This is an optimization exercise on Yosys and OpenROAD, whose aim is small area, a short achievable clock period and few clock cycles, not a production implementation. Function was checked by simulation only, so behaviour that the tests miss may differ from the original. Power and IR drop assume default switching activity.

$ cat constraint.sdc
create_clock -name core_clock -period 10.0 [get_ports {clk}]
set_input_delay 2.0000 -clock core_clock [delete_from_list [all_inputs] [get_ports {clk}]]
set_output_delay 2.0000 -clock core_clock [all_outputs]
set_load 0.01 [all_outputs]
$ cat design.v
`timescale 1ns / 1ps
module checkfr_fsm(
    input  [31:0] num_in,
    output        res,
    output        inf,
    output [24:0] inc
    );
    wire [7:0]  e = num_in[30:23];
    wire [22:0] m = num_in[22:0];
    wire [4:0]  u = e[4:0];
    wire        ge150 = e[7] & ((e[6:5] != 2'b00) | (u >= 5'd22));
    wire [22:0] fmask;
    genvar i;
    generate
        for (i = 0; i < 23; i = i + 1) begin : g_mask
            if (i <= 21) begin : g_lo
                assign fmask[i] = ge150 | (u <= 5'd21 - i);
            end else begin : g_hi
                assign fmask[i] = ge150;
            end
        end
        for (i = 0; i < 25; i = i + 1) begin : g_inc
            assign inc[i] = (u == 5'd23 - i);
        end
    endgenerate
    assign res = num_in[31] | !e[7] | ((m & fmask) != 23'd0);
    assign inf = !(e[7:5] == 3'b100 && u <= 5'd23);
endmodule
`timescale 1ns / 1ps
module sum_align(
    input  [22:0] am, bm,
    input  [23:0] q,
    input         e_gt, e_eq,
    input  [4:0]  sa,
    output        a_gt,
    output [22:0] mx_m,
    output [23:0] sh
    );
    wire        m_gt = am > bm;
    assign a_gt = e_gt | (e_eq & m_gt);
    wire [23:0] mn  = e_gt ? q : {1'b1, am};
    wire [23:0] shd = mn >> sa;
    assign sh   = e_eq ? {1'b1, (m_gt ? bm : am)} : shd;
    assign mx_m = a_gt ? am : bm;
endmodule
module sum_fsm(
    input  [24:0] a,
    input  [23:0] b,
    input         sub,
    output [25:0] s
    );
    assign s = {1'b0, a} + ({2'b00, b} ^ {26{sub}}) + {25'd0, sub};
endmodule
`timescale 1ns / 1ps
module del_fsm(
    input  [24:0] r,
    input  [23:0] d,
    input  [25:0] t2,         
    output [24:0] r_nx,
    output [1:0]  q
    );
    wire [26:0] r2 = {1'b0, r, 1'b0};
    wire [26:0] t1 = r2 - {3'b000, d};
    wire [26:0] a  = {3'b000, d};
    wire [26:0] b  = {2'b00, d, 1'b0};
    wire [26:0] c  = ~r2;
    wire [26:0] cs = a ^ b ^ c;
    wire [26:0] cc = {((a & b) | (a & c) | (b & c)), 1'b0};
    wire [26:0] t3 = ~(cs + cc);
    wire        n1 = t1[26];
    wire        n2 = t2[25];
    wire        n3 = t3[26];
    assign q = !n3 ? 2'd3 : !n2 ? 2'd2 : !n1 ? 2'd1 : 2'd0;
    wire [23:0] sel = !n3 ? t3[23:0] : !n2 ? {t2[22:0], 1'b0} : !n1 ? t1[23:0] : r2[23:0];
    assign r_nx = {sel, 1'b0};
endmodule
`timescale 1ns / 1ps
module pow2_fsm(
    input  [23:0] m,
    input  [23:0] s, c,
    input         cin,
    input  [7:0]  sx,
    output [23:0] s_nx, c_nx,
    output        cout,
    output        l7
    );
    function [63:0] csa;    
        input [31:0] a, b, d;
        begin
            csa = {a ^ b ^ d, ((a & b) | (a & d) | (b & d)) << 1};
        end
    endfunction
    wire [31:0] p0 = sx[0] ? {8'd0, m}       : 32'd0;
    wire [31:0] p1 = sx[1] ? {7'd0, m, 1'b0} : 32'd0;
    wire [31:0] p2 = sx[2] ? {6'd0, m, 2'd0} : 32'd0;
    wire [31:0] p3 = sx[3] ? {5'd0, m, 3'd0} : 32'd0;
    wire [31:0] p4 = sx[4] ? {4'd0, m, 4'd0} : 32'd0;
    wire [31:0] p5 = sx[5] ? {3'd0, m, 5'd0} : 32'd0;
    wire [31:0] p6 = sx[6] ? {2'd0, m, 6'd0} : 32'd0;
    wire [31:0] p7 = sx[7] ? {1'd0, m, 7'd0} : 32'd0;
    wire [31:0] p1c = p1 | {31'd0, cin};
    wire [63:0] a1 = csa({8'd0, s}, {8'd0, c}, p0);
    wire [63:0] b1 = csa(p1c, p2, p3);
    wire [63:0] c1 = csa(p4, p5, p6);
    wire [63:0] a2 = csa(a1[63:32], a1[31:0], b1[63:32]);
    wire [63:0] b2 = csa(b1[31:0], c1[63:32], c1[31:0]);
    wire [63:0] a3 = csa(a2[63:32], a2[31:0], b2[63:32]);
    wire [63:0] a4 = csa(a3[63:32], a3[31:0], b2[31:0]);
    wire [63:0] a5 = csa(a4[63:32], a4[31:0], p7);
    wire [8:0] lo = {1'b0, a5[39:32]} + {1'b0, a5[7:0]};
    assign cout = lo[8];
    assign l7   = lo[7];
    assign s_nx = a5[63:40];
    assign c_nx = a5[31:8];
endmodule
`timescale 1ns / 1ps
module fsm(
    input [15:0] dataIn,
    input R_I,
    input reset,
    input clk,
    output reg r_o,
    output reg [1:0] err,
    output [31:0] dataOut,
    output ready
    );
    localparam [3:0] W1 = 4'd0, W2 = 4'd1, W3 = 4'd2, W4 = 4'd3, MD = 4'd4,
                     S1 = 4'd5, S2 = 4'd6, NORM = 4'd7, ERRN = 4'd8, XL = 4'd9;
    reg [3:0]  state;
    reg        rdy;
    reg [31:0] reg_x;       
    reg [31:0] reg_n;
    reg [24:0] cnt;         
    reg        last;        
    reg [4:0]  it;
    reg [3:0]  oh;          
    reg        go_s1;       
    reg [3:0]  stopm2;
    reg [23:0] acs, acc_c;  
    reg        acin;        
    reg        l23;         
    reg        q0r;         
    reg        sqd;         
    reg [4:0]  sa;          
    reg [24:0] rem;         
    reg [23:0] quo;
    reg        asub;        
    reg        bmd;         
    reg [31:0] xb;          
    reg [1:0]  pf;          
    reg [7:0]  mx_e;        
    reg [7:0]  ad;          
    reg        e_gt, e_eq;  
    reg        ovr;         
    reg        amb;         
    reg        ovf;         
    reg        mx_s;
    reg        sub;
    wire take = rdy & R_I;
    wire        fr_err, fr_inf;
    wire [24:0] fr_inc;
    checkfr_fsm FR(.num_in({reg_n[31:16], dataIn}), .res(fr_err), .inf(), .inc());
    checkfr_fsm FC(.num_in(reg_n), .res(), .inf(fr_inf), .inc(fr_inc));
    wire [24:0] tgt = {1'b1, reg_n[22:0], 1'b0};
    wire [23:0] xm = {1'b1, reg_x[22:0]};
    wire [7:0]  sx = ({8{oh[0]}} & xm[7:0]) | ({8{oh[1]}} & xm[15:8]) | ({8{oh[2]}} & xm[23:16]);
    wire [23:0] acs_nx, acc_c_nx;
    wire        acin_nx, l7;
    pow2_fsm PW(.m(xm), .s(acs & {24{!oh[0]}}), .c(acc_c & {24{!oh[0]}}), .cin(acin & !oh[0]), .sx(sx),
                .s_nx(acs_nx), .c_nx(acc_c_nx), .cout(acin_nx), .l7(l7));
    wire [23:0] sqsum = acs + acc_c + {23'd0, acin};     
    wire [25:0] as_s;
    sum_fsm SD(.a(rem), .b({reg_x[23] | bmd, reg_x[22:0]}), .sub(asub), .s(as_s));
    wire [24:0] rem_nx;
    wire [1:0]  qb;
    del_fsm DL(.r(rem), .d(xm), .t2(as_s), .r_nx(rem_nx), .q(qb));
    wire [7:0]  xe   = reg_x[30:23];
    wire        f24  = xm >= 24'hB504F4;           
    wire [7:0]  sq_e = {xe[6:0], 1'b0} + 8'd129 + {7'd0, f24};
    wire [7:0]  sqe  = sq_e;
    wire        amb_c = (xe == 8'd127 && !f24) || (xe == 8'd126 && f24);
    wire        ovr_c = (xe >= 8'd192) || (xe == 8'd191 && f24) || (xe <= 8'd62) ||
                        (xe == 8'd63 && !f24) || (xe == 8'd127 && f24);
    wire [8:0]  dsq  = {1'b0, sqe} - {1'b0, mx_e};
    wire [8:0]  dqt  = {1'b0, mx_e} - {1'b0, sqe};
    wire [22:0] sq_m = acs[22:0];
    wire [30:0] sq   = {sqe, sq_m};
    wire [22:0] sqf_m = sqsum[23] ? sqsum[22:0] : {sqsum[21:0], l23};
    wire        over = xe[7] ? (reg_x[30:0] > sq) : (reg_x[30:0] < sq);
    wire [22:0] qt_m = q0r ? quo[22:0] : {quo[21:0], 1'b0};
    wire        al_agt;
    wire [22:0] al_m;
    wire [23:0] al_sh;
    sum_align SA(.am(sq_m), .bm(qt_m), .q(quo), .e_gt(e_gt), .e_eq(e_eq), .sa(sa),
                 .a_gt(al_agt), .mx_m(al_m), .sh(al_sh));
    wire [4:0]  need  = 5'd24 - ad[4:0] + {4'd0, !q0r};
    wire [3:0]  kdiv  = need[4:1] + {3'd0, need[0]};
    wire [3:0]  kmin  = 4'd5;
    wire        part  = e_gt && !e_eq && (ad < 8'd24);
    wire [3:0]  stop  = !part ? 4'd12 : (kdiv > kmin) ? kdiv : kmin;
    wire [4:0]  sa_q  = ad[4:0] + {stop, 1'b0} - 5'd24 - {4'd0, !q0r};
    wire [24:0] mant = as_s[24:0];
    wire [7:0]  e_up = mx_e + 8'd1;
    task automatic next_elem;
        begin
            quo <= 24'd0;
            rem <= {1'b0, 1'b1, reg_n[22:0]};
            it <= 5'd0;
            oh <= 4'b0001;
            go_s1 <= 1'b0;
            asub <= 1'b1;
            bmd <= 1'b1;
        end
    endtask
    reg [3:0] state_d;
    reg       rdy_d, r_o_d;
    wire       busy = (state == MD) || (state == S1) || (state == S2) || (state == NORM);
    wire       xbz  = (xb == 32'd0);
    reg [1:0]  pf_d;
    task automatic job_end;
        begin
            if (pf_d != 2'd0) begin
                state_d = XL;
                rdy_d = (pf == 2'd2) ? !xbz : (pf_d == 2'd1);
            end else begin
                state_d = W1;
                rdy_d = 1'b1;
            end
        end
    endtask
    always @(*) begin
        state_d = state;
        rdy_d = rdy;
        pf_d = pf;
        if (busy && take) begin
            pf_d = pf + 2'd1;
            if (pf == 2'd1) rdy_d = 1'b0;
        end
            r_o_d = 1'b0;
            case (state)
                W1: if (take) begin
                    state_d = W2;
                end
                W2: if (take) begin
                    if ({reg_x[31:16], dataIn} == 32'd0) begin
                        r_o_d = 1'b1;
                        state_d = W1;
                    end else
                        state_d = W3;
                end
                W3: if (take) begin
                    state_d = W4;
                end
                W4: if (take) begin
                    rdy_d = !fr_err;
                    r_o_d = !fr_err;
                    state_d = fr_err ? ERRN : MD;
                end
                ERRN: begin
                    r_o_d = 1'b1;
                    rdy_d = 1'b1;
                    state_d = W1;
                end
                MD: begin
                    if (oh[0] && ovr_c) begin
                        r_o_d = 1'b1;
                        job_end;
                    end else if (oh[3] && !amb && e_gt && (ad >= 8'd24)) begin
                        r_o_d = 1'b1;
                        if (last) begin
                            job_end;
                        end else begin
                            state_d = MD;
                        end
                    end else if (go_s1) begin
                        state_d = S1;
                    end
                end
                S1: begin
                    if (amb && ovf) begin
                        r_o_d = 1'b1;
                        job_end;
                    end else begin
                        state_d = S2;
                    end
                end
                S2: begin
                    if (mant[24] || mant[23]) begin
                        r_o_d = 1'b1;
                        if (last) begin
                            job_end;
                        end else begin
                            state_d = MD;
                        end
                    end else begin
                        state_d = NORM;
                    end
                end
                NORM: begin
                    if (reg_x[22] || it == 5'd22) begin
                        r_o_d = 1'b1;
                        if (last) begin
                            job_end;
                        end else begin
                            state_d = MD;
                        end
                    end
                end
                XL: begin
                    pf_d = 2'd0;
                    if (pf == 2'd2) begin
                        if (xbz) begin
                            r_o_d = 1'b1;
                            rdy_d = 1'b1;
                            state_d = W1;
                        end else begin
                            rdy_d = 1'b1;
                            state_d = take ? W4 : W3;
                        end
                    end else begin
                        rdy_d = 1'b1;
                        if (take) begin
                            if ({xb[31:16], dataIn} == 32'd0) begin
                                r_o_d = 1'b1;
                                state_d = W1;
                            end else
                                state_d = W3;
                        end else
                            state_d = W2;
                    end
                end
                default: begin
                    state_d = W1;
                    rdy_d = 1'b1;
                end
            endcase
    end
    always @(posedge clk) begin
        if (reset) begin
            state <= W1;
            rdy <= 1'b1;
            r_o <= 1'b0;
            pf <= 2'd0;
        end else begin
            state <= state_d;
            rdy <= rdy_d;
            r_o <= r_o_d;
            pf <= pf_d;
        end
    end
    always @(posedge clk) begin
            if (busy && take) begin
                if (pf == 2'd0) xb[31:16] <= dataIn;
                else xb[15:0] <= dataIn;
            end
            case (state)
                W1: begin
                    reg_x[31:16] <= dataIn;
                end
                W2: begin
                    reg_x[15:0] <= dataIn;
                    err <= 2'b11;
                end
                W3: begin
                    reg_n[31:16] <= dataIn;
                end
                W4: begin
                    reg_n[15:0] <= dataIn;
                    err <= 2'b00;
                    cnt <= fr_inc;
                    last <= 1'b0;
                    quo <= 24'd0;
                    rem <= {1'b0, 1'b1, reg_n[22:16], dataIn};
                    it <= 5'd0;
                    oh <= 4'b0001;
            go_s1 <= 1'b0;
                    asub <= 1'b1;
                    bmd <= 1'b1;
                end
                ERRN: begin
                    err <= 2'b10;
                    reg_x <= 32'd0;
                end
                XL: begin
                    reg_x[31:16] <= xb[31:16];
                    reg_x[15:0] <= (pf == 2'd2) ? xb[15:0] : dataIn;
                    reg_n[31:16] <= dataIn;
                    err <= 2'b11;
                end
                MD: begin
                    if (oh[0] | oh[1] | oh[2]) begin
                        acs <= acs_nx;
                        acc_c <= acc_c_nx;
                        acin <= acin_nx;
                    end
                    rem <= rem_nx;
                    quo <= {quo[21:0], qb};
                    oh <= {oh[2:0], 1'b0};
                    go_s1 <= oh[3] ? (stop == 4'd5) : (!(oh[0] | oh[1] | oh[2]) && it[3:0] == stopm2);
                    it <= it + 5'd1;
                    ovf <= over;
                    begin
                        if (oh[0]) begin
                            cnt  <= cnt + fr_inc;
                            amb  <= amb_c;
                            ovr  <= ovr_c;
                            mx_e <= reg_n[30:23] - xe + 8'd126;
                            sub  <= reg_n[31] ^ reg_x[31];
                        end
                        if (oh[1]) begin
                            q0r  <= quo[1];
                            mx_e <= mx_e + {7'd0, quo[1]};
                            last <= !fr_inf && (cnt == tgt);
                        end
                        if (oh[2]) begin
                            l23  <= l7;
                            e_gt <= dqt[8];
                            e_eq <= (dsq == 9'd0);
                            ad   <= dsq[8] ? dqt[7:0] : dsq[7:0];
                            mx_e <= dsq[8] ? mx_e : sqe;
                        end
                        if (oh[3]) begin
                            acs[22:0] <= sqf_m;
                            sqd    <= e_gt & (ad >= 8'd24);
                            stopm2 <= stop - 4'd2;
                            sa     <= part ? sa_q : (ad >= 8'd24) ? 5'd24 : ad[4:0];
                        end
                    end
                    if (oh[0] && ovr_c) begin
                        err <= 2'b01;
                        reg_x <= 32'd0;
                    end else if (oh[3] && !amb && e_gt && (ad >= 8'd24)) begin
                        reg_x <= {1'b0, sqe, sqf_m};
                        next_elem;
                    end else if (go_s1) begin
                    end
                end
                S1: begin
                    if (amb && ovf) begin
                        err <= 2'b01;
                        reg_x <= 32'd0;
                    end else begin
                        rem <= {2'b01, al_m};
                        reg_x[23:0] <= al_sh;
                        mx_s <= al_agt ? 1'b0 : sub;
                        asub <= sub;
                        bmd <= 1'b0;
                    end
                end
                S2: begin
                    reg_x <= {mx_s, (mant[24] ? e_up : mx_e), (mant[24] ? mant[23:1] : mant[22:0])};
                    next_elem;
                    if (mant[24] || mant[23]) begin
                    end else begin
                    end
                end
                NORM: begin
                    reg_x[30:0] <= {reg_x[30:23] - 8'd1, reg_x[21:0], 1'b0};
                    it <= it + 5'd1;
                    if (reg_x[22] || it == 5'd22) begin
                        it <= 5'd0;
                    end
                end
                default: begin
                end
            endcase
    end
    assign dataOut = reg_x;
    assign ready = rdy;
endmodule
$ cat config.mk
export PLATFORM = sky130hd
export DESIGN_NAME = fsm
export DESIGN_NICKNAME = fsm
export VERILOG_FILES = /design/flow/design.v
export SDC_FILE = /design/flow/constraint.sdc
export NUM_CORES = 4
export LEC_CHECK = 0
export ABC_AREA = 1
export CAP_MARGIN = 20
export CORE_MARGIN = 2
export CORE_UTILIZATION = 40
export SETUP_SLACK_MARGIN = 5
export SLEW_MARGIN = 20
$ cat run.sh
#!/bin/bash
# synth_recipe.tcl (not shown) runs the flow's synth.tcl, then flattens the netlist and writes it again
# the make line also repeats each setting of config.mk as NAME=value (left out here)
make -C /OpenROAD-flow-scripts/flow DESIGN_CONFIG=/design/flow/config.mk WORK_HOME=/design/flow/orfs CLKGATE_MAP_FILE= SYNTH_SCRIPT=/design/flow/synth_recipe.tcl finish
==> results.json, run 1 <==
{
  "status": "timing/DRC/antenna clean",
  "finish.utilization_pct": 44.32,
  "yosysSeqAreaShare_pct": 23.73,
  "cts_buffers": 39,
  "finalWirelength_um": 134900,
  "dpl_cell_area_um2": 35930,
  "track_usage_pct": 29.61,
  "drc": 0,
  "p_seq_share_pct": 27.6,
  "n_fill_cell": 8846,
  "finalNetCount": 5337,
  "pin_count": 55,
  "synth_fa_ha_area_share_pct": 22.38,
  "grt_max_degree": 59,
  "die_y_um": 297.0,
  "start_kind": "flip-flop",
  "post_synth.cell_area_avg_um2": 7.137,
  "cts_tree": "built",
  "area_delta_synth_final_pct": 9.925,
  "portBuffers": 54,
  "hp-class": "flip-flop to flip-flop",
  "power.density_nw_per_um2": 131.8,
  "slew_headroom_pct": 26.47,
  "first_global_vias": 30960,
  "die_w_um": 297.0,
  "final_cell_mix": "1279 x nand2_1, 756 x inv_1, 422 x nor2_1",
  "whs_path_depth": 2,
  "seq_area_um2": 8148,
  "p_int_mw": 2.996,
  "place_hpwl_um": 104100,
  "via_per_inst": 5.598,
  "maxCapViolCount": 0,
  "ant_nets": 0,
  "finClkSkew_ns": 0.03004,
  "worst-path-max-fanout": 12,
  "postCtsHoldBufs": 0,
  "syn-instance-count": 4810,
  "drive_above_1_share_pct": 5.490,
  "num_antenna_cells": 0,
  "netlist_area_um2": 34330,
  "tightest_slew_ns": 1.102,
  "r2r_slack_ns": 5.14,
  "place_congestion": 1.050,
  "synthXorXnorAreaFrac_pct": 3.546,
  "dr.pass1.iters": 6,
  "cts_buffer_depth": 3,
  "grt_pass1_wl_um": 197900,
  "clockPowerShare_pct": 29.6,
  "rsz0062_at_grt": "false",
  "clk_latency_ns": 0.61,
  "cpMostUsedCell": "nand2_1",
  "hold_viol": 0,
  "cts_htree_levels": 2,
  "setup_viol": 0,
  "comb_power_share_pct": 42.8,
  "antenna_found_initial": 1,
  "netSwitchingFraction_pct": 39.75,
  "synth_top_family_by_area": "simple AND/OR/NAND/NOR gates",
  "ys_ff_latch": 274,
  "arrival_ns": 5.20,
  "core-area_um2": 85150,
  "min_period_over_period_pct": 48.55,
  "layout_commonest_cell": "nand2_1",
  "worst-path-stages": 25,
  "worst_slack_ns": 5.145,
  "synth-main-ff-cell": "edfxtp_1",
  "synth_nets": 5314,
  "instances_no_fill": 6007,
  "die-area_um2": 88180,
  "drtIter0Drc": 4591,
  "ir_drop_uv": 123.0,
  "path_class": "flip-flop to flip-flop",
  "synth.distinct_cells": 65,
  "yosys.area_share.simple_pct": 28.13,
  "clock_sinks": 274,
  "start_util_pct": 40.32,
  "crit_family": "simple AND/OR/NAND/NOR gates",
  "synth_edf_count": 266,
  "slew_viol_final": 0,
  "synth_compound_area_share_pct": 11.25,
  "clock-root-buffer": "clkbuf_16",
  "worst-path-buf-inv": 7,
  "fin_crit_ns": 4.855,
  "p_sw_mw": 1.977,
  "r2r_cells": 25,
  "p_leak_nw": 18.16,
  "design_area_um2": 37740,
  "timing.fmax_mhz": 206.0,
  "p_total_mw": 4.973,
  "critical_path_required_ns": 10.35,
  "cp_slowest_cell": "nor2_1",
  "synth_warnings": 2,
  "hold_ws_ns": 0.5286,
  "fin_tns_setup_ns": 0,
  "rows": 107,
  "clk_pin_slew_worst_paths_ns": 0.06,
  "place_inst": 5889,
  "synth.area.mux_share_pct": 0.08747,
  "wl_per_cell_um": 22.46,
  "multiInputGateArea_um2": 22530,
  "cpPeakStageDelay_ns": 0.56,
  "vias": 33627,
  "worstSetupEndpointType": "flip-flop",
  "gr-total-overflow": 0,
  "pre_cts_slack_ns": 4.244,
  "async_reset_ff_share_pct": 0
}
-- logic make-up after synthesis --
logic type | count (synthesis)
and+or+nand+nor | 2280
xor gates and xnor gates | 139
adders and majority gates | 485
AOI/OAI and AO/OA | 677
DFF | 274
buffers and inverters | 952
muxes | 3
-- synthesized netlist by cell type, types with 5 or more instances --
master       n  area share, %
a21oi_1    229            3.3
xnor2_1     38           0.97
a221oi_1     7           0.18
nor2_2       7           0.13
or2_2       31           0.56
o21ai_1     24           0.35
o32a_1       7           0.20
nand4_1     72            1.3
o21bai_1    15           0.33
a211oi_1     7           0.15
fa_1       215             13
o21ai_0    239            3.5
o221ai_1     8           0.20
nand3_2      8           0.23
nand2_2     12           0.22
a32oi_1      5           0.13
a31oi_1     28           0.51
nand3b_1    25           0.55
nor3b_1      6           0.13
nand2_1   1281             14
o31ai_1      6           0.13
o211ai_1    29           0.63
edfxtp_1   266             23
clkbuf_1   102            1.1
inv_1      768            8.4
nor4_1      17           0.31
inv_2       11           0.12
o21a_1      11           0.24
buf_1       10           0.11
nor2_1     427            4.7
buf_4       17           0.37
nand3_1    330            4.8
dfxtp_1      8           0.47
a21o_1      23           0.50
clkinv_1     6          0.066
xor2_1     101            2.6
ha_1       270            9.8
o22ai_1     11           0.20
nor3_1      48           0.70
buf_2       29           0.42
a21boi_0     7           0.15
-- cell type report --
cell class | count | area share (%)
multi-input cells | 3584 | 59.70
clock inverters | 23 | 0.7427
flip-flops and latches | 274 | 21.59
clock buffers | 48 | 2.755
well taps | 1144 | 3.793
inverters | 789 | 8.021
repair buffers | 145 | 3.395
-- worst reg2reg max path, delay by kind of cell (launching register included) --
kind	cells	cell delay, ns
AO/OA/AOI/OAI	1	0.09
XOR/XNOR	1	0.16
adder cells (fa/ha/maj)	3	0.63
buffers and inverters	7	0.92
flip-flops	1	0.36
AND/OR/NAND/NOR	13	2.47
-- routing by layer --
| metal | wire (um) | up-vias | GRT usage, % |
|---|---|---|---|
| met3 | 14800 | 254 | 5.588 |
| met4 | 6208 | 2 | 11.50 |
| met2 | 56200 | 1826 | 43.66 |
| met5 | 13 | - | 0 |
| li1 | - | 15614 | - |
| met1 | 57720 | 15931 | 42.68 |
-- power by group through the flow --
stage                     registers (mW)  clock network [mW]  logic, mW
after detailed placement            1.41                   0       2.02
after CTS                           1.38                1.48       2.08
after global routing                1.38                1.52       2.39
final                               1.37                1.47       2.13
after global placement              1.41                   0       2.00
after floorplan                     1.39                   0       1.36
-- flip-flops by register name, summed over array words and instances (netlist names), 5 cells and up --
register and cells:
acc_c 24, ad 8, quo 24, xb 32, mx_e 8, rem 25
reg_n 32, it 5, acs 23, sa 5, cnt 25, reg_x 32
-- what timing repair did --
item | 4_1_cts | 5_1_grt
resized for setup | 9 | 20
cloned | 0 | 1
endpoints found under the hold margin | 0 | 0
setup buffers | 22 | 23
endpoints found under the setup margin | 52 | 27
pin swaps | 0 | 1
-- final timing paths --
kind,startpoint,end
worst min register to register,sub$_DFFE_PP_,asub$_SDFFCE_PN1P_
worst max-delay path,reg_x[13]$_DFFE_PP_,ovf$_DFFE_PP_
worst min-delay path,sub$_DFFE_PP_,asub$_SDFFCE_PN1P_
worst max register to register,reg_x[13]$_DFFE_PP_,ovf$_DFFE_PP_
Testbench counts, summed over its fixed seeds: cycles 9,115.
==> inputs of run 2 (changes only) <==
--- a/design.v
+++ b/design.v
@@ -78,11 +78,10 @@
 module pow2_fsm(
     input  [23:0] m,
     input  [23:0] s, c,
-    input         cin,
+    input         pc,
     input  [7:0]  sx,
     output [23:0] s_nx, c_nx,
-    output        cout,
-    output        l7
+    output [7:0]  ls, lc
     );
     function [63:0] csa;    
         input [31:0] a, b, d;
@@ -98,20 +97,19 @@
     wire [31:0] p5 = sx[5] ? {3'd0, m, 5'd0} : 32'd0;
     wire [31:0] p6 = sx[6] ? {2'd0, m, 6'd0} : 32'd0;
     wire [31:0] p7 = sx[7] ? {1'd0, m, 7'd0} : 32'd0;
-    wire [31:0] p1c = p1 | {31'd0, cin};
+    wire [31:0] p7c = p7 | {31'd0, pc};
     wire [63:0] a1 = csa({8'd0, s}, {8'd0, c}, p0);
-    wire [63:0] b1 = csa(p1c, p2, p3);
+    wire [63:0] b1 = csa(p1, p2, p3);
     wire [63:0] c1 = csa(p4, p5, p6);
     wire [63:0] a2 = csa(a1[63:32], a1[31:0], b1[63:32]);
     wire [63:0] b2 = csa(b1[31:0], c1[63:32], c1[31:0]);
     wire [63:0] a3 = csa(a2[63:32], a2[31:0], b2[63:32]);
     wire [63:0] a4 = csa(a3[63:32], a3[31:0], b2[31:0]);
-    wire [63:0] a5 = csa(a4[63:32], a4[31:0], p7);
-    wire [8:0] lo = {1'b0, a5[39:32]} + {1'b0, a5[7:0]};
-    assign cout = lo[8];
-    assign l7   = lo[7];
+    wire [63:0] a5 = csa(a4[63:32], a4[31:0], p7c);
     assign s_nx = a5[63:40];
     assign c_nx = a5[31:8];
+    assign ls   = a5[39:32];
+    assign lc   = a5[7:0];
 endmodule
 `timescale 1ns / 1ps
 module fsm(
@@ -125,7 +123,7 @@
     output ready
     );
     localparam [3:0] W1 = 4'd0, W2 = 4'd1, W3 = 4'd2, W4 = 4'd3, MD = 4'd4,
-                     S1 = 4'd5, S2 = 4'd6, NORM = 4'd7, ERRN = 4'd8, XL = 4'd9;
+                     S1 = 4'd5, S2 = 4'd6, NORM = 4'd7, ERRN = 4'd8;
     reg [3:0]  state;
     reg        rdy;
     reg [31:0] reg_x;       
@@ -137,8 +135,7 @@
     reg        go_s1;       
     reg [3:0]  stopm2;
     reg [23:0] acs, acc_c;  
-    reg        acin;        
-    reg        l23;         
+    reg [7:0]  a_ls, a_lc;  
     reg        q0r;         
     reg        sqd;         
     reg [4:0]  sa;          
@@ -146,8 +143,6 @@
     reg [23:0] quo;
     reg        asub;        
     reg        bmd;         
-    reg [31:0] xb;          
-    reg [1:0]  pf;          
     reg [7:0]  mx_e;        
     reg [7:0]  ad;          
     reg        e_gt, e_eq;  
@@ -165,10 +160,12 @@
     wire [23:0] xm = {1'b1, reg_x[22:0]};
     wire [7:0]  sx = ({8{oh[0]}} & xm[7:0]) | ({8{oh[1]}} & xm[15:8]) | ({8{oh[2]}} & xm[23:16]);
     wire [23:0] acs_nx, acc_c_nx;
-    wire        acin_nx, l7;
-    pow2_fsm PW(.m(xm), .s(acs & {24{!oh[0]}}), .c(acc_c & {24{!oh[0]}}), .cin(acin & !oh[0]), .sx(sx),
-                .s_nx(acs_nx), .c_nx(acc_c_nx), .cout(acin_nx), .l7(l7));
-    wire [23:0] sqsum = acs + acc_c + {23'd0, acin};     
+    wire [7:0]  ls_nx, lc_nx;
+    wire [8:0]  alo  = {1'b0, a_ls} + {1'b0, a_lc};
+    wire        l23  = alo[7];                          
+    pow2_fsm PW(.m(xm), .s(acs & {24{!oh[0]}}), .c(acc_c & {24{!oh[0]}}), .pc(alo[8] & !oh[0]), .sx(sx),
+                .s_nx(acs_nx), .c_nx(acc_c_nx), .ls(ls_nx), .lc(lc_nx));
+    wire [23:0] sqsum = acs + acc_c + {23'd0, alo[8]};   
     wire [25:0] as_s;
     sum_fsm SD(.a(rem), .b({reg_x[23] | bmd, reg_x[22:0]}), .sub(asub), .s(as_s));
     wire [24:0] rem_nx;
@@ -178,9 +175,8 @@
     wire        f24  = xm >= 24'hB504F4;           
     wire [7:0]  sq_e = {xe[6:0], 1'b0} + 8'd129 + {7'd0, f24};
     wire [7:0]  sqe  = sq_e;
-    wire        amb_c = (xe == 8'd127 && !f24) || (xe == 8'd126 && f24);
-    wire        ovr_c = (xe >= 8'd192) || (xe == 8'd191 && f24) || (xe <= 8'd62) ||
-                        (xe == 8'd63 && !f24) || (xe == 8'd127 && f24);
+    wire        amb_c = (xe == sq_e);
+    wire        ovr_c = !amb_c && (xe[7] ? (xe > sq_e) : (xe < sq_e));
     wire [8:0]  dsq  = {1'b0, sqe} - {1'b0, mx_e};
     wire [8:0]  dqt  = {1'b0, mx_e} - {1'b0, sqe};
     wire [22:0] sq_m = acs[22:0];
@@ -214,28 +210,9 @@
     endtask
     reg [3:0] state_d;
     reg       rdy_d, r_o_d;
-    wire       busy = (state == MD) || (state == S1) || (state == S2) || (state == NORM);
-    wire       xbz  = (xb == 32'd0);
-    reg [1:0]  pf_d;
-    task automatic job_end;
-        begin
-            if (pf_d != 2'd0) begin
-                state_d = XL;
-                rdy_d = (pf == 2'd2) ? !xbz : (pf_d == 2'd1);
-            end else begin
-                state_d = W1;
-                rdy_d = 1'b1;
-            end
-        end
-    endtask
     always @(*) begin
         state_d = state;
         rdy_d = rdy;
-        pf_d = pf;
-        if (busy && take) begin
-            pf_d = pf + 2'd1;
-            if (pf == 2'd1) rdy_d = 1'b0;
-        end
             r_o_d = 1'b0;
             case (state)
                 W1: if (take) begin
@@ -252,7 +229,7 @@
                     state_d = W4;
                 end
                 W4: if (take) begin
-                    rdy_d = !fr_err;
+                    rdy_d = 1'b0;
                     r_o_d = !fr_err;
                     state_d = fr_err ? ERRN : MD;
                 end
@@ -264,11 +241,13 @@
                 MD: begin
                     if (oh[0] && ovr_c) begin
                         r_o_d = 1'b1;
-                        job_end;
+                        rdy_d = 1'b1;
+                        state_d = W1;
                     end else if (oh[3] && !amb && e_gt && (ad >= 8'd24)) begin
                         r_o_d = 1'b1;
                         if (last) begin
-                            job_end;
+                            rdy_d = 1'b1;
+                            state_d = W1;
                         end else begin
                             state_d = MD;
                         end
@@ -279,7 +258,8 @@
                 S1: begin
                     if (amb && ovf) begin
                         r_o_d = 1'b1;
-                        job_end;
+                        rdy_d = 1'b1;
+                        state_d = W1;
                     end else begin
                         state_d = S2;
                     end
@@ -288,7 +268,8 @@
                     if (mant[24] || mant[23]) begin
                         r_o_d = 1'b1;
                         if (last) begin
-                            job_end;
+                            rdy_d = 1'b1;
+                            state_d = W1;
                         end else begin
                             state_d = MD;
                         end
@@ -300,33 +281,11 @@
                     if (reg_x[22] || it == 5'd22) begin
                         r_o_d = 1'b1;
                         if (last) begin
-                            job_end;
-                        end else begin
-                            state_d = MD;
-                        end
-                    end
-                end
-                XL: begin
-                    pf_d = 2'd0;
-                    if (pf == 2'd2) begin
-                        if (xbz) begin
-                            r_o_d = 1'b1;
                             rdy_d = 1'b1;
                             state_d = W1;
                         end else begin
-                            rdy_d = 1'b1;
-                            state_d = take ? W4 : W3;
+                            state_d = MD;
                         end
-                    end else begin
-                        rdy_d = 1'b1;
-                        if (take) begin
-                            if ({xb[31:16], dataIn} == 32'd0) begin
-                                r_o_d = 1'b1;
-                                state_d = W1;
-                            end else
-                                state_d = W3;
-                        end else
-                            state_d = W2;
                     end
                 end
                 default: begin
@@ -340,19 +299,13 @@
             state <= W1;
             rdy <= 1'b1;
             r_o <= 1'b0;
-            pf <= 2'd0;
         end else begin
             state <= state_d;
             rdy <= rdy_d;
             r_o <= r_o_d;
-            pf <= pf_d;
         end
     end
     always @(posedge clk) begin
-            if (busy && take) begin
-                if (pf == 2'd0) xb[31:16] <= dataIn;
-                else xb[15:0] <= dataIn;
-            end
             case (state)
                 W1: begin
                     reg_x[31:16] <= dataIn;
@@ -381,17 +334,12 @@
                     err <= 2'b10;
                     reg_x <= 32'd0;
                 end
-                XL: begin
-                    reg_x[31:16] <= xb[31:16];
-                    reg_x[15:0] <= (pf == 2'd2) ? xb[15:0] : dataIn;
-                    reg_n[31:16] <= dataIn;
-                    err <= 2'b11;
-                end
                 MD: begin
                     if (oh[0] | oh[1] | oh[2]) begin
                         acs <= acs_nx;
                         acc_c <= acc_c_nx;
-                        acin <= acin_nx;
+                        a_ls <= ls_nx;
+                        a_lc <= lc_nx;
                     end
                     rem <= rem_nx;
                     quo <= {quo[21:0], qb};
@@ -413,7 +361,6 @@
                             last <= !fr_inf && (cnt == tgt);
                         end
                         if (oh[2]) begin
-                            l23  <= l7;
                             e_gt <= dqt[8];
                             e_eq <= (dsq == 9'd0);
                             ad   <= dsq[8] ? dqt[7:0] : dsq[7:0];
==> flow/run.sh (new file) <==
#!/bin/bash
# Standard ORFS layout, with timing repair aimed below the design's period.
set -euo pipefail
MARGIN=$(cat flow/margin.txt)
sed "s/^make -C/make SETUP_SLACK_MARGIN=$MARGIN -C/" standard.sh > standard_margin.sh
bash standard_margin.sh > make.log 2>&1
==> flow/margin.txt (new file) <==
5.25
==> standard.sh (new file) <==
#!/bin/bash
# synth_recipe.tcl (not shown) runs the flow's synth.tcl, then flattens the netlist and writes it again
# the make line also repeats each setting of config.mk as NAME=value (left out here)
make -C /OpenROAD-flow-scripts/flow DESIGN_CONFIG=/design/flow/config.mk WORK_HOME=/design/flow/orfs CLKGATE_MAP_FILE= SYNTH_SCRIPT=/design/flow/synth_recipe.tcl "${@:-finish}"
--- a/config.mk
+++ b/config.mk
@@ -9,5 +9,4 @@
 export CAP_MARGIN = 20
 export CORE_MARGIN = 2
 export CORE_UTILIZATION = 40
-export SETUP_SLACK_MARGIN = 5
 export SLEW_MARGIN = 20
removed: run.sh
==> run 2 against run 1 <==
Net effect:
- setup slack improved by 0.16 ns
- core utilization rose by 0.081 points
- clock skew fell by 0.0059 ns
- flip-flop and latch count fell by 25
- highest routed layer unchanged
- die area fell by 5.1%
- synthesized cell count fell by 5.4%
- global-route usage rose by 0.87 points
- maximum frequency rose by 3.3%
- still clean
- sequential share of layout area fell by 0.85 points
- cell count fell by 5.9%
- critical path depth fell by 9
==> results.json, run 2 <==
{
  "status": "timing/DRC/antenna clean",
  "rows": 104,
  "dpl_cell_area_um2": 34090,
  "drc": 0,
  "endpoint": "reg_x[14]$_DFFE_PP_",
  "first_global_vias": 29767,
  "reg_top3": "reg_n (32), reg_x (32)",
  "hp-class": "flip-flop to flip-flop",
  "r2r_slack_ns": 5.30,
  "worst-path-max-fanout": 45,
  "design_area_um2": 35760,
  "start_kind": "flip-flop",
  "finish.utilization_pct": 44.40,
  "gr-total-overflow": 0,
  "synth_edf_count": 243,
  "netlist_area_um2": 32540,
  "synth_warnings": 2,
  "r2r_end": "reg_x[14]$_DFFE_PP_",
  "antenna_found_initial": 3,
  "fin_tns_setup_ns": 0,
  "dr.pass1.iters": 6,
  "place_congestion": 1.032,
  "cts_buffer_depth": 3,
  "arrival_ns": 5.00,
  "finalWirelength_um": 129500,
  "track_usage_pct": 30.48,
  "r2r_cells": 16,
  "wl_per_cell_um": 22.91,
  "grt_max_degree": 46,
  "syn-instance-count": 4551,
  "p_leak_nw": 17.30,
  "startpoint": "q0r$_DFFE_PP_",
  "slew_viol_final": 0,
  "grt_pass1_wl_um": 190500,
  "vias": 31720,
  "hold_viol": 0,
  "die_w_um": 289.2,
  "r2r-start": "q0r$_DFFE_PP_",
  "fin_crit_ns": 4.699,
  "maxCapViolCount": 0,
  "cts_buffers": 35,
  "power.density_nw_per_um2": 126.8,
  "drive_above_1_share_pct": 5.617,
  "portBuffers": 54,
  "clk_pin_slew_worst_paths_ns": 0.06,
  "n_fill_cell": 8428,
  "synth_nets": 5048,
  "ys_top_cells_by_area": "edfxtp_1 22%, nand2_1 14%, fa_1 13%",
  "synthTopCellsByCount": "1201 x nand2_1, 751 x inv_1, 343 x nor2_1",
  "cts_tree": "built",
  "die_y_um": 289.2,
  "slew_headroom_pct": 27.74,
  "pin_count": 55,
  "clk_latency_ns": 0.57,
  "synth_top_area_cell": "edfxtp_1",
  "async_reset_ff_share_pct": 0,
  "drtIter0Drc": 3822,
  "clock_sinks": 249,
  "p_total_mw": 4.535,
  "ir_drop_uv": 95.26,
  "synth.most_common_cell": "nand2_1",
  "finalNetCount": 5063,
  "num_antenna_cells": 0,
  "layout_commonest_cell": "nand2_1",
  "die-area_um2": 83650,
  "ys_ff_latch": 249,
  "synth_top_area_share_pct": 22.43,
  "postCtsHoldBufs": 0,
  "clock-root-buffer": "clkbuf_16",
  "ant_nets": 0,
  "yosysSeqAreaShare_pct": 22.79,
  "timing.fmax_mhz": 212.8,
  "tightest_slew_ns": 1.075,
  "multiInputGateArea_um2": 21700,
  "place_hpwl_um": 102300,
  "via_per_inst": 5.611,
  "area_delta_synth_final_pct": 9.909,
  "critical_path_required_ns": 10.30,
  "worstSetupEndpointType": "flip-flop",
  "rsz0062_at_grt": "true",
  "final_cell_mix": "1198 x nand2_1, 744 x inv_1, 337 x nor2_1",
  "start_util_pct": 40.40,
  "setup_viol": 0,
  "post_synth.cell_area_avg_um2": 7.150,
  "synth.distinct_cells": 65,
  "synth-main-ff-cell": "edfxtp_1",
  "seq_area_um2": 7417,
  "cts_htree_levels": 2,
  "min_period_over_period_pct": 46.99,
  "path_class": "flip-flop to flip-flop",
  "core-area_um2": 80550,
  "finClkSkew_ns": 0.02413
}
[run 2: cell families after synthesis]
logic type      count (synthesis)  synth area share (%)
xor+xnor                      131                 3.526
compound gates                746                 12.77
flops                         249                 22.79
simple gates                 2021                 26.39
mux                             5                0.1538
fa+ha+maj                     478                 23.34
buf+inv                       921                 11.03
[run 2: worst min-delay path by stage]
stage / slack (ns) / cells after the start / endpoint / from
floorplan: 0.48 / 2 / state[2]$_SDFFE_PP0P_ / state[2]$_SDFFE_PP0P_
global placement: 0.51 / 2 / state[2]$_SDFFE_PP0P_ / state[2]$_SDFFE_PP0P_
detailed placement: 0.51 / 2 / state[2]$_SDFFE_PP0P_ / state[2]$_SDFFE_PP0P_
CTS: 0.52 / 2 / state[2]$_SDFFE_PP0P_ / state[2]$_SDFFE_PP0P_
global route: 0.54 / 2 / state[1]$_SDFFE_PP0P_ / state[1]$_SDFFE_PP0P_
finish: 0.52 / 2 / state[2]$_SDFFE_PP0P_ / state[2]$_SDFFE_PP0P_
[run 2: what timing repair did]
| item | in CTS | in global routing |
|---|---|---|
| pin swaps | 2 | 1 |
| buffers inserted | 25 | 8 |
| cloned | 0 | 2 |
| gates resized for setup | 21 | 29 |
| endpoints found under the setup margin | 193 | 159 |
[run 2: layer usage]
layer / vias up / track usage [%] / share of wire (%)
met4: 2 / 12.07 / 4.5
met5: - / 0 / 0.010
met1: 15137 / 43.65 / 44
met2: 1531 / 44.91 / 42
met3: 279 / 6.110 / 9.6
li1: 14771 / - / -
[run 2: critical path, cell delays in order, from the launching register on]
cell	delay [ns]
edfxtp_1	0.49
buf_6	0.24
o21ai_0	0.53
inv_1	0.14
ha_1	0.31
nand2_1	0.05
inv_1	0.07
nand3_1	0.14
nor2_1	0.18
nand4_1	0.42
nand2_2	0.41
buf_4	0.35
nor2_1	0.06
o21ai_0	0.41
o21ai_0	0.15
nor2_1	0.29
nand3_1	0.11
[run 2: cell type report]
type	instances	share of cell area (%)
flip-flops and latches	249	20.74
repair buffers	130	3.331
inverters	767	8.155
multi-input cells	3383	60.69
clock inverters	25	0.8292
clock buffers	39	2.550
well taps	1060	3.708
[run 2: power breakdown]
part / internal, mW / switching (mW) / total, mW / leakage (nW)
Combinational: 0.717 / 1.19 / 1.91 / 14.4
Clock: 0.817 / 0.546 / 1.36 / 0.601
Sequential: 1.23 / 0.0361 / 1.26 / 2.30
Total: 2.76 / 1.77 / 4.53 / 17.3
[run 2: metrics by stage]
step                instances  hold WS, ns  setup slack, ns
floorplan                4551       0.4754            5.298
global placement         5552       0.5063            4.096
detailed placement       5553       0.5142            4.066
CTS                      5642       0.5230            5.263
global route             5653       0.5441            5.188
finish                   5653       0.5222            5.301
Testbench counts of run 2, summed over its fixed seeds: cycles 9,732.

## what the ideal ports hide
In the flow no input, the clock included, has a driving cell. The finished layouts below were timed again as built, in two steps.
Step 1 assumes that a clkbuf_16 drives the clock port and a buf_2 every other input.
Step 2 adds t to the input delays and takes it off the output delays; t is the mean of the earliest and latest rising clock arrival at the registers after step 1. Input paths then give back, and output paths get back, about the clock's delay inside the block.
Slacks: no drivers / after step 1 / after step 2; pairs: no drivers / after step 1.
| run | t, ns | slack for setup (ns) | hold slack, ns |
|---|---|---|---|
| run 1 | 0.665 | 5.145 / 5.145 / 5.145 | 0.529 / 0.529 / 0.529 |
| run 2 | 0.626 | 5.301 / 5.301 / 5.301 | 0.522 / 0.522 / 0.522 |
After both steps every run listed still meets setup and hold.
